Context: an optimization exercise on an open-source flow, tuned for small area, a short achievable clock period and few clock cycles. The choices shown serve that exercise and are no tape-out recipe.
In this exercise RTL edits were held to simulation tests only and were not proved equivalent to the original.
No activity file was given, so power comes from the tool's default toggle rates.

==> inputs of trial 33 <==
Design MSDAP, start of the top module:
module MSDAP (
	input         Sclk,
	input         Start,
	input         Reset_n,
	input         Frame,
	input  [15:0] InputL,
	input  [15:0] InputR,
	output        InReady,
	output        OutReady,
	output        OutputL,
	output        OutputR
);
	reg  [15:0] inl, inr;
	reg         rdy;
	reg         fr;           
	reg         dph;          
	reg         st_q, sr_q;   
	reg  [7:0]  wcnt;         
	reg  [5:0]  t;
	reg  [6:0]  nsamp;
	reg         comp;         
	reg         cpa;          
	wire xfer = Frame && rdy;
	wire kill = !Start || (dph && !Reset_n);
	wire clr  = st_q || sr_q;
	wire w_r   = (wcnt < 8'd16);
	wire w_s   = (wcnt == 8'd144);
	reg  ins;                 
	reg  rdy_ins;             
	reg  first;
	wire ins_s = fr && w_s;
	wire tap_go    = fr && !w_r && !w_s;
	wire tap_start = fr && (wcnt == 8'd15);
	wire lap_end   = (t[4:0] == 5'd31);
	wire [5:0] t_n     = st_q ? 6'd0 : t + 6'd1;
	wire [7:0] wcnt_n  = st_q ? 8'd0 : (fr && !w_s) ? wcnt + 8'd1 : wcnt;
	wire [6:0] nsamp_n = clr ? 7'd0 : (ins_s && nsamp != 7'd64) ? nsamp + 7'd1 : nsamp;
	wire       comp_n  = !clr && (lap_end ? ins_s : comp);
	wire       pendL_n, pendR_n;
	wire       pload, yfull_n;
	wire [5:0] ocnt_n;
	wire outok = !(yfull_n && comp_n) && (ocnt_n <= 6'd35 || (!yfull_n && !comp_n));
	wire free  = !pendL_n && !pendR_n;
	wire rdy_n = (wcnt_n < 8'd16) ? (t_n[4:0] == 5'd30) :
	             (wcnt_n < 8'd144) ? (free && !xfer) :
	             (t_n[4:0] == 5'd30) && free && outok;
	always @(posedge Sclk) begin
		inl   <= InputL;
		inr   <= InputR;
		fr    <= xfer;
		st_q  <= !Start;
		sr_q  <= Start && dph && !Reset_n;
		rdy   <= rdy_n && !kill && !clr;
		rdy_ins <= (wcnt_n < 8'd16) || (wcnt_n >= 8'd144);
		ins   <= xfer && rdy_ins;
		first <= (t_n[4:0] == 5'd0);
		t     <= t_n;
		wcnt  <= wcnt_n;
		nsamp <= nsamp_n;
		comp  <= comp_n;
		cpa   <= !clr && lap_end && comp;
		dph   <= !st_q && (dph || (xfer && wcnt == 8'd143));
	end
	wire va_n = {1'b0, t_n} < nsamp_n;
	wire vb_n = {1'b0, ~t_n[5], t_n[4:0]} < nsamp_n;
	wire wclr = (wcnt == 8'd0);
	msdap_channel chL (
  ...
==> flow/config.mk <==
export PLATFORM = sky130hd
export DESIGN_NAME = MSDAP
export DESIGN_NICKNAME = MSDAP
export VERILOG_FILES = /design/flow/design.v
export SDC_FILE = /design/flow/constraint.sdc
export NUM_CORES = 4
export LEC_CHECK = 0
export CAP_MARGIN = 20
export CORE_MARGIN = 2
export CORE_UTILIZATION = 40
export PLACE_DENSITY = 0.6
export SLEW_MARGIN = 20
==> flow/constraint.sdc <==
create_clock -name core_clock -period 12.0 [get_ports {Sclk}]
set_input_delay 2.4000 -clock core_clock [delete_from_list [all_inputs] [get_ports {Sclk}]]
set_output_delay 2.4000 -clock core_clock [all_outputs]
set_load 0.01 [all_outputs]
run.sh (not shown) runs the stock make flow with config.mk's settings and CLKGATE_MAP_FILE= SYNTH_SCRIPT=/design/flow/synth_recipe.tcl, a recipe that flattens the netlist after the stock synthesis.
==> trial 29: changes against trial 33 <==
--- a/flow/design.v
+++ b/flow/design.v
@@ -21,20 +21,22 @@
 endmodule
 module msdap_channel (
 	input             clk,
 	input      [5:0]  t,         
 	input      [15:0] din,       
 	input             ins,       
+	input             insb,      
 	input             wclr,      
 	input             tap_go,    
 	input             tap_start, 
 	input             rst,       
 	input             va_n,      
 	input             vb_n,      
 	input             first,     
 	input             cpa,       
+	input             cpa2,      
 	input             pload,     
 	output            pend_n,    
 	output            obit
 );
 	reg [15:0] X [0:63];
 	integer i;
@@ -44,14 +46,14 @@
 				X[i] <= X[(i + 1) % 64];
 		if (ins && t[5])
 			X[0] <= din;
 		if (ins && !t[5])
 			X[32] <= din;
 	end
-	wire [15:0] xa_n = ins ? (t[5] ? din : X[0]) : X[1];
-	wire [15:0] xb_n = ins ? (t[5] ? X[32] : din) : X[33];
+	wire [15:0] xa_n = insb ? (t[5] ? din : X[0]) : X[1];
+	wire [15:0] xb_n = insb ? (t[5] ? X[32] : din) : X[33];
 	reg  [4:0] j;         
 	reg  [7:0] rc;        
 	reg        needr;     
 	reg        sdone;     
 	reg        pend;
 	reg  [5:0] pd;
@@ -59,59 +61,81 @@
 	wire [3:0] rj_idx  = 4'd15 - (j[3:0] - 4'd1);
 	wire       rj_here = needr && (t[4:0] == {1'b0, rj_idx});
 	wire [7:0] rj_val  = t[5] ? X[32][7:0] : X[0][7:0];
 	wire       upd     = pend && !needr && !sdone && (t[4:0] == pd[4:0]);
 	wire       upd_b   = t[5] ^ pd[5];
 	assign pend_n = tap_go || (pend && !upd && !sdone);
-	always @(posedge clk) begin
+	reg  [4:0] j_n;
+	reg  [7:0] rc_n;
+	reg        needr_n, sdone_n;
+	always @* begin
+		j_n     = j;
+		rc_n    = rc;
+		needr_n = needr;
+		sdone_n = sdone;
 		if (rst) begin
-			pend  <= 1'b0;
-			needr <= 1'b0;
-			sdone <= 1'b1;
-		end else begin
-			if (tap_start) begin
-				j     <= 5'd1;
-				needr <= 1'b1;
-				sdone <= 1'b0;
-			end else if (rj_here) begin
-				if (rj_val != 8'd0) begin
-					rc    <= rj_val;
-					needr <= 1'b0;
-				end else if (j == 5'd16) begin
-					needr <= 1'b0;
-					sdone <= 1'b1;
-				end else
-					j <= j + 5'd1;
-			end else if (upd) begin
-				rc <= rc - 8'd1;
-				if (rc == 8'd1) begin
-					if (j == 5'd16)
-						sdone <= 1'b1;
-					else begin
-						j     <= j + 5'd1;
-						needr <= 1'b1;
-					end
+			needr_n = 1'b0;
+			sdone_n = 1'b1;
+		end else if (tap_start) begin
+			j_n     = 5'd1;
+			needr_n = 1'b1;
+			sdone_n = 1'b0;
+		end else if (rj_here) begin
+			if (rj_val != 8'd0) begin
+				rc_n    = rj_val;
+				needr_n = 1'b0;
+			end else if (j == 5'd16) begin
+				needr_n = 1'b0;
+				sdone_n = 1'b1;
+			end else
+				j_n = j + 5'd1;
+		end else if (upd) begin
+			rc_n = rc - 8'd1;
+			if (rc == 8'd1) begin
+				if (j == 5'd16)
+					sdone_n = 1'b1;
+				else begin
+					j_n     = j + 5'd1;
+					needr_n = 1'b1;
 				end
 			end
-			pend <= pend_n;
-			if (tap_go) begin
-				pd <= din[5:0];
-				ps <= din[8];
-			end
 		end
 	end
+	wire ps_n = tap_go ? din[8] : ps;
+	always @(posedge clk) begin
+		j     <= j_n;
+		rc    <= rc_n;
+		needr <= needr_n;
+		sdone <= sdone_n;
+		pend  <= pend_n && !rst;
+		ps    <= ps_n;
+		if (tap_go)
+			pd <= din[5:0];
+	end
 	reg  [23:0] W [0:63];
-	wire [15:0] onehot = 16'd1 << (j[3:0] - 4'd1);
-	wire [23:0] dlt    = {8'd0, onehot} ^ {24{ps}};
-	wire [23:0] wsum   = (upd_b ? W[32] : W[0]) + dlt + {23'd0, ps};
+	reg  [23:0] dlt;      
+	reg         dneg;
+	reg         upd2, upd2_b, cy;
+	reg  [11:0] dhi;
+	wire [23:0] wsel = upd_b ? W[32] : W[0];
+	wire [12:0] wlo  = {1'b0, wsel[11:0]} + {1'b0, dlt[11:0]} + {12'd0, dneg};
+	wire [11:0] whi  = (upd2_b ? W[31][23:12] : W[63][23:12]) + dhi + {11'd0, cy};
 	always @(posedge clk) begin
+		dlt    <= {8'd0, 16'd1 << (j_n[3:0] - 4'd1)} ^ {24{ps_n}};
+		dneg   <= ps_n;
+		upd2   <= upd;
+		upd2_b <= upd_b;
+		cy     <= wlo[12];
+		dhi    <= dlt[23:12];
 		for (i = 0; i < 64; i = i + 1)
-			if (i != 31 && i != 63)
+			if (i != 30 && i != 31 && i != 62 && i != 63)
 				W[i] <= W[i + 1];
-		W[63] <= wclr ? 24'd0 : (upd && !upd_b) ? wsum : W[0];
-		W[31] <= wclr ? 24'd0 : (upd &&  upd_b) ? wsum : W[32];
+		W[63] <= wclr ? 24'd0 : (upd && !upd_b) ? {W[0][23:12], wlo[11:0]} : W[0];
+		W[31] <= wclr ? 24'd0 : (upd &&  upd_b) ? {W[32][23:12], wlo[11:0]} : W[32];
+		W[62] <= (upd2 && !upd2_b) ? {whi, W[63][11:0]} : W[63];
+		W[30] <= (upd2 &&  upd2_b) ? {whi, W[31][11:0]} : W[31];
 	end
 	function [23:0] booth;    
 		input [15:0] x;
 		input        v;
 		integer k;
 		reg b2, b1, b0;
@@ -152,15 +176,23 @@
 		a2 <= r2;
 		nc <= (first ? 7'd0 : nc) + {6'd0, bda[7]} + {6'd0, bdb[7]};
 	end
 	wire [39:0] f0, f1;
 	msdap_fin fin (.nc(nc), .a0(a0), .a1(a1), .a2(a2), .r0(f0), .r1(f1));
 	reg  [39:0] y, sh;
+	reg  [19:0] h0, h1;
+	reg         hc;
+	wire [20:0] lo = {1'b0, f0[19:0]} + {1'b0, f1[19:0]};
 	always @(posedge clk) begin
+		h0 <= f0[39:20];
+		h1 <= f1[39:20];
+		hc <= lo[20];
 		if (cpa)
-			y <= f0 + f1;
+			y[19:0] <= lo[19:0];
+		if (cpa2)
+			y[39:20] <= h0 + h1 + {19'd0, hc};
 		sh <= pload ? y : {sh[38:0], 1'b0};
 	end
 	assign obit = sh[39];
 endmodule
 module msdap_tree (
 	input  [23:0] ha, hb,
@@ -3092,21 +3124,24 @@
 	reg         st_q, sr_q;   
 	reg  [7:0]  wcnt;         
 	reg  [5:0]  t;
 	reg  [6:0]  nsamp;
 	reg         comp;         
 	reg         cpa;          
+	reg         cpa2;         
 	wire xfer = Frame && rdy;
 	wire kill = !Start || (dph && !Reset_n);
 	wire clr  = st_q || sr_q;
 	wire w_r   = (wcnt < 8'd16);
 	wire w_s   = (wcnt == 8'd144);
 	reg  ins;                 
 	reg  rdy_ins;             
 	reg  first;
-	wire ins_s = fr && w_s;
+	reg  rdy_ins_q;
+	wire insb  = fr && rdy_ins_q;     
+	wire ins_s = ins && dph;
 	wire tap_go    = fr && !w_r && !w_s;
 	wire tap_start = fr && (wcnt == 8'd15);
 	wire lap_end   = (t[4:0] == 5'd31);
 	wire [5:0] t_n     = st_q ? 6'd0 : t + 6'd1;
 	wire [7:0] wcnt_n  = st_q ? 8'd0 : (fr && !w_s) ? wcnt + 8'd1 : wcnt;
 	wire [6:0] nsamp_n = clr ? 7'd0 : (ins_s && nsamp != 7'd64) ? nsamp + 7'd1 : nsamp;
@@ -3125,35 +3160,37 @@
 		fr    <= xfer;
 		st_q  <= !Start;
 		sr_q  <= Start && dph && !Reset_n;
 		rdy   <= rdy_n && !kill && !clr;
 		rdy_ins <= (wcnt_n < 8'd16) || (wcnt_n >= 8'd144);
 		ins   <= xfer && rdy_ins;
+		rdy_ins_q <= rdy_ins;
+		cpa2  <= cpa && !clr;
 		first <= (t_n[4:0] == 5'd0);
 		t     <= t_n;
 		wcnt  <= wcnt_n;
 		nsamp <= nsamp_n;
 		comp  <= comp_n;
 		cpa   <= !clr && lap_end && comp;
 		dph   <= !st_q && (dph || (xfer && wcnt == 8'd143));
 	end
 	wire va_n = {1'b0, t_n} < nsamp_n;
 	wire vb_n = {1'b0, ~t_n[5], t_n[4:0]} < nsamp_n;
 	wire wclr = (wcnt == 8'd0);
 	msdap_channel chL (
-		.clk(Sclk), .t(t), .din(inl), .ins(ins), .wclr(wclr),
+		.clk(Sclk), .t(t), .din(inl), .ins(ins), .insb(insb), .wclr(wclr),
 		.tap_go(tap_go), .tap_start(tap_start), .rst(st_q),
-		.va_n(va_n), .vb_n(vb_n), .first(first), .cpa(cpa),
+		.va_n(va_n), .vb_n(vb_n), .first(first), .cpa(cpa), .cpa2(cpa2),
 		.pload(pload), .pend_n(pendL_n), .obit(OutputL)
 	);
 	msdap_channel chR (
-		.clk(Sclk), .t(t), .din(inr), .ins(ins), .wclr(wclr),
+		.clk(Sclk), .t(t), .din(inr), .ins(ins), .insb(insb), .wclr(wclr),
 		.tap_go(tap_go), .tap_start(tap_start), .rst(st_q),
-		.va_n(va_n), .vb_n(vb_n), .first(first), .cpa(cpa),
+		.va_n(va_n), .vb_n(vb_n), .first(first), .cpa(cpa), .cpa2(cpa2),
 		.pload(pload), .pend_n(pendR_n), .obit(OutputR)
 	);
 	msdap_piso out (
-		.clk(Sclk), .clear(clr), .kill(kill), .ycap(cpa),
+		.clk(Sclk), .clear(clr), .kill(kill), .ycap(cpa2),
 		.pload(pload), .ocnt_n(ocnt_n), .yfull_n(yfull_n), .OutReady(OutReady)
 	);
 	assign InReady = rdy;
 endmodule
==> flow/flow/run.sh (new file) <==
#!/bin/bash
# Layout flow: the standard flow (standard.sh, unchanged synthesis and
# steps), with timing repair aimed well past the 12 ns clock: repair_timing
# works until the setup slack reaches SETUP_SLACK_MARGIN and may resize cells
# to any footprint.  The constraints (constraint.sdc) are not changed.
set -euo pipefail
cd "$(dirname "$0")/.."
bash standard.sh SETUP_SLACK_MARGIN=8.2 MATCH_CELL_FOOTPRINT=0 finish > flow_standard.log 2>&1
==> flow/standard.sh (new file) <==
#!/bin/bash
# synth_recipe.tcl (not shown) runs the flow's synth.tcl, then flattens the netlist and writes it again
# the make line also repeats each setting of config.mk as NAME=value (left out here)
make -C /OpenROAD-flow-scripts/flow DESIGN_CONFIG=/design/flow/config.mk WORK_HOME=/design/flow/orfs CLKGATE_MAP_FILE= SYNTH_SCRIPT=/design/flow/synth_recipe.tcl "${@:-finish}"
removed: flow/run.sh
==> build 98: changes against trial 33 <==
--- a/flow/design.v
+++ b/flow/design.v
@@ -21,20 +21,22 @@
 endmodule
 module msdap_channel (
 	input             clk,
 	input      [5:0]  t,         
 	input      [15:0] din,       
 	input             ins,       
+	input             insb,      
 	input             wclr,      
 	input             tap_go,    
 	input             tap_start, 
 	input             rst,       
 	input             va_n,      
 	input             vb_n,      
 	input             first,     
 	input             cpa,       
+	input             cpa2,      
 	input             pload,     
 	output            pend_n,    
 	output            obit
 );
 	reg [15:0] X [0:63];
 	integer i;
@@ -44,14 +46,14 @@
 				X[i] <= X[(i + 1) % 64];
 		if (ins && t[5])
 			X[0] <= din;
 		if (ins && !t[5])
 			X[32] <= din;
 	end
-	wire [15:0] xa_n = ins ? (t[5] ? din : X[0]) : X[1];
-	wire [15:0] xb_n = ins ? (t[5] ? X[32] : din) : X[33];
+	wire [15:0] xa_n = insb ? (t[5] ? din : X[0]) : X[1];
+	wire [15:0] xb_n = insb ? (t[5] ? X[32] : din) : X[33];
 	reg  [4:0] j;         
 	reg  [7:0] rc;        
 	reg        needr;     
 	reg        sdone;     
 	reg        pend;
 	reg  [5:0] pd;
@@ -59,54 +61,66 @@
 	wire [3:0] rj_idx  = 4'd15 - (j[3:0] - 4'd1);
 	wire       rj_here = needr && (t[4:0] == {1'b0, rj_idx});
 	wire [7:0] rj_val  = t[5] ? X[32][7:0] : X[0][7:0];
 	wire       upd     = pend && !needr && !sdone && (t[4:0] == pd[4:0]);
 	wire       upd_b   = t[5] ^ pd[5];
 	assign pend_n = tap_go || (pend && !upd && !sdone);
-	always @(posedge clk) begin
+	reg  [4:0] j_n;
+	reg  [7:0] rc_n;
+	reg        needr_n, sdone_n;
+	always @* begin
+		j_n     = j;
+		rc_n    = rc;
+		needr_n = needr;
+		sdone_n = sdone;
 		if (rst) begin
-			pend  <= 1'b0;
-			needr <= 1'b0;
-			sdone <= 1'b1;
-		end else begin
-			if (tap_start) begin
-				j     <= 5'd1;
-				needr <= 1'b1;
-				sdone <= 1'b0;
-			end else if (rj_here) begin
-				if (rj_val != 8'd0) begin
-					rc    <= rj_val;
-					needr <= 1'b0;
-				end else if (j == 5'd16) begin
-					needr <= 1'b0;
-					sdone <= 1'b1;
-				end else
-					j <= j + 5'd1;
-			end else if (upd) begin
-				rc <= rc - 8'd1;
-				if (rc == 8'd1) begin
-					if (j == 5'd16)
-						sdone <= 1'b1;
-					else begin
-						j     <= j + 5'd1;
-						needr <= 1'b1;
-					end
+			needr_n = 1'b0;
+			sdone_n = 1'b1;
+		end else if (tap_start) begin
+			j_n     = 5'd1;
+			needr_n = 1'b1;
+			sdone_n = 1'b0;
+		end else if (rj_here) begin
+			if (rj_val != 8'd0) begin
+				rc_n    = rj_val;
+				needr_n = 1'b0;
+			end else if (j == 5'd16) begin
+				needr_n = 1'b0;
+				sdone_n = 1'b1;
+			end else
+				j_n = j + 5'd1;
+		end else if (upd) begin
+			rc_n = rc - 8'd1;
+			if (rc == 8'd1) begin
+				if (j == 5'd16)
+					sdone_n = 1'b1;
+				else begin
+					j_n     = j + 5'd1;
+					needr_n = 1'b1;
 				end
 			end
-			pend <= pend_n;
-			if (tap_go) begin
-				pd <= din[5:0];
-				ps <= din[8];
-			end
 		end
 	end
+	wire ps_n = tap_go ? din[8] : ps;
+	always @(posedge clk) begin
+		j     <= j_n;
+		rc    <= rc_n;
+		needr <= needr_n;
+		sdone <= sdone_n;
+		pend  <= pend_n && !rst;
+		ps    <= ps_n;
+		if (tap_go)
+			pd <= din[5:0];
+	end
 	reg  [23:0] W [0:63];
-	wire [15:0] onehot = 16'd1 << (j[3:0] - 4'd1);
-	wire [23:0] dlt    = {8'd0, onehot} ^ {24{ps}};
-	wire [23:0] wsum   = (upd_b ? W[32] : W[0]) + dlt + {23'd0, ps};
+	reg  [23:0] dlt;
+	reg         dneg;
+	wire [23:0] wsum   = (upd_b ? W[32] : W[0]) + dlt + {23'd0, dneg};
 	always @(posedge clk) begin
+		dlt  <= {8'd0, 16'd1 << (j_n[3:0] - 4'd1)} ^ {24{ps_n}};
+		dneg <= ps_n;
 		for (i = 0; i < 64; i = i + 1)
 			if (i != 31 && i != 63)
 				W[i] <= W[i + 1];
 		W[63] <= wclr ? 24'd0 : (upd && !upd_b) ? wsum : W[0];
 		W[31] <= wclr ? 24'd0 : (upd &&  upd_b) ? wsum : W[32];
 	end
@@ -152,15 +166,23 @@
 		a2 <= r2;
 		nc <= (first ? 7'd0 : nc) + {6'd0, bda[7]} + {6'd0, bdb[7]};
 	end
 	wire [39:0] f0, f1;
 	msdap_fin fin (.nc(nc), .a0(a0), .a1(a1), .a2(a2), .r0(f0), .r1(f1));
 	reg  [39:0] y, sh;
+	reg  [19:0] h0, h1;
+	reg         hc;
+	wire [20:0] lo = {1'b0, f0[19:0]} + {1'b0, f1[19:0]};
 	always @(posedge clk) begin
+		h0 <= f0[39:20];
+		h1 <= f1[39:20];
+		hc <= lo[20];
 		if (cpa)
-			y <= f0 + f1;
+			y[19:0] <= lo[19:0];
+		if (cpa2)
+			y[39:20] <= h0 + h1 + {19'd0, hc};
 		sh <= pload ? y : {sh[38:0], 1'b0};
 	end
 	assign obit = sh[39];
 endmodule
 module msdap_tree (
 	input  [23:0] ha, hb,
@@ -3092,21 +3114,24 @@
 	reg         st_q, sr_q;   
 	reg  [7:0]  wcnt;         
 	reg  [5:0]  t;
 	reg  [6:0]  nsamp;
 	reg         comp;         
 	reg         cpa;          
+	reg         cpa2;         
 	wire xfer = Frame && rdy;
 	wire kill = !Start || (dph && !Reset_n);
 	wire clr  = st_q || sr_q;
 	wire w_r   = (wcnt < 8'd16);
 	wire w_s   = (wcnt == 8'd144);
 	reg  ins;                 
 	reg  rdy_ins;             
 	reg  first;
-	wire ins_s = fr && w_s;
+	reg  rdy_ins_q;
+	wire insb  = fr && rdy_ins_q;     
+	wire ins_s = ins && dph;
 	wire tap_go    = fr && !w_r && !w_s;
 	wire tap_start = fr && (wcnt == 8'd15);
 	wire lap_end   = (t[4:0] == 5'd31);
 	wire [5:0] t_n     = st_q ? 6'd0 : t + 6'd1;
 	wire [7:0] wcnt_n  = st_q ? 8'd0 : (fr && !w_s) ? wcnt + 8'd1 : wcnt;
 	wire [6:0] nsamp_n = clr ? 7'd0 : (ins_s && nsamp != 7'd64) ? nsamp + 7'd1 : nsamp;
@@ -3125,35 +3150,37 @@
 		fr    <= xfer;
 		st_q  <= !Start;
 		sr_q  <= Start && dph && !Reset_n;
 		rdy   <= rdy_n && !kill && !clr;
 		rdy_ins <= (wcnt_n < 8'd16) || (wcnt_n >= 8'd144);
 		ins   <= xfer && rdy_ins;
+		rdy_ins_q <= rdy_ins;
+		cpa2  <= cpa && !clr;
 		first <= (t_n[4:0] == 5'd0);
 		t     <= t_n;
 		wcnt  <= wcnt_n;
 		nsamp <= nsamp_n;
 		comp  <= comp_n;
 		cpa   <= !clr && lap_end && comp;
 		dph   <= !st_q && (dph || (xfer && wcnt == 8'd143));
 	end
 	wire va_n = {1'b0, t_n} < nsamp_n;
 	wire vb_n = {1'b0, ~t_n[5], t_n[4:0]} < nsamp_n;
 	wire wclr = (wcnt == 8'd0);
 	msdap_channel chL (
-		.clk(Sclk), .t(t), .din(inl), .ins(ins), .wclr(wclr),
+		.clk(Sclk), .t(t), .din(inl), .ins(ins), .insb(insb), .wclr(wclr),
 		.tap_go(tap_go), .tap_start(tap_start), .rst(st_q),
-		.va_n(va_n), .vb_n(vb_n), .first(first), .cpa(cpa),
+		.va_n(va_n), .vb_n(vb_n), .first(first), .cpa(cpa), .cpa2(cpa2),
 		.pload(pload), .pend_n(pendL_n), .obit(OutputL)
 	);
 	msdap_channel chR (
-		.clk(Sclk), .t(t), .din(inr), .ins(ins), .wclr(wclr),
+		.clk(Sclk), .t(t), .din(inr), .ins(ins), .insb(insb), .wclr(wclr),
 		.tap_go(tap_go), .tap_start(tap_start), .rst(st_q),
-		.va_n(va_n), .vb_n(vb_n), .first(first), .cpa(cpa),
+		.va_n(va_n), .vb_n(vb_n), .first(first), .cpa(cpa), .cpa2(cpa2),
 		.pload(pload), .pend_n(pendR_n), .obit(OutputR)
 	);
 	msdap_piso out (
-		.clk(Sclk), .clear(clr), .kill(kill), .ycap(cpa),
+		.clk(Sclk), .clear(clr), .kill(kill), .ycap(cpa2),
 		.pload(pload), .ocnt_n(ocnt_n), .yfull_n(yfull_n), .OutReady(OutReady)
 	);
 	assign InReady = rdy;
 endmodule
==> comparison table <==
quantity                                                     trial 29        build 98        trial 33
Final WS setup                                                8.00 ns         6.73 ns         6.90 ns
Starting density of the core                                    40.2%           40.1%           40.1%
Worst max-slew margin expressed relative to the limit           29.6%           15.6%           21.0%
Final instance area                                        0.223 mm^2      0.220 mm^2      0.219 mm^2
Cts bufs inserted                                                 569             549             560
Share of power burned in combinational logic                     2.7%            2.7%            3.1%
Routed length per placed instance                             19.5 um         19.3 um         19.4 um
Worst flop-to-flop path endpoint                           chR.a2[22]   chL.W[63][16]   chL.W[63][22]
CP Launch Point                                                   rdy            t[5]        chL.j[0]
Top Layer Used                                                   met5            met5            met4
Setup slack on the worst flop-to-flop path                    8.25 ns         6.73 ns         6.90 ns
Comb_multi_in                                                    5122            5001            5040
Outcome                                                finished clean  finished clean  finished clean
Layout Utilization                                              46.2%           45.6%           45.8%
Amount of wire on met2 after detailed routing                  160 mm          162 mm          163 mm
Cell-internal power                                          31500 uW        30800 uW        31000 uW
Testbench counts of trial 33, summed over its fixed seeds: cycles 26,129.
Testbench counts of trial 29, summed over its fixed seeds: cycles 26,137.
Testbench counts of build 98, summed over its fixed seeds: cycles 26,137.

==> afterwards: timing with drivers on the ports <==
The flow's constraints put no driver on any port. The routed layouts listed below were extracted and timed again, unchanged, in two steps.
Step 1 sets driving cells, clkbuf_16 on the clock port and buf_2 on the other inputs (assumed; they add their load-dependent delay and slew).
Step 2 adds t to the input delays and takes it off the output delays; t is the mean of the earliest and latest rising clock arrival at the registers after step 1. Input paths then give back, and output paths get back, about the clock's delay inside the block.
Slacks: ideal / step 1 / step 2; pairs: ideal / step 1.
| run | t, ns | slack for setup (ns) | latest minus earliest clock arrival (ns) |
|---|---|---|---|
| trial 33 | 1.135 | 6.903 / 6.903 / 6.903 | 0.115 / 0.115 |
| trial 29 | 1.154 | 7.997 / 7.882 / 7.805 | 0.126 / 0.126 |
| build 98 | 1.135 | 6.732 / 6.732 / 6.732 | 0.091 / 0.091 |
After both steps setup and hold are still met in every run listed. The setup slack of trial 29, which loses most, moves by -0.115 ns with the drivers and by -0.192 ns with both steps.
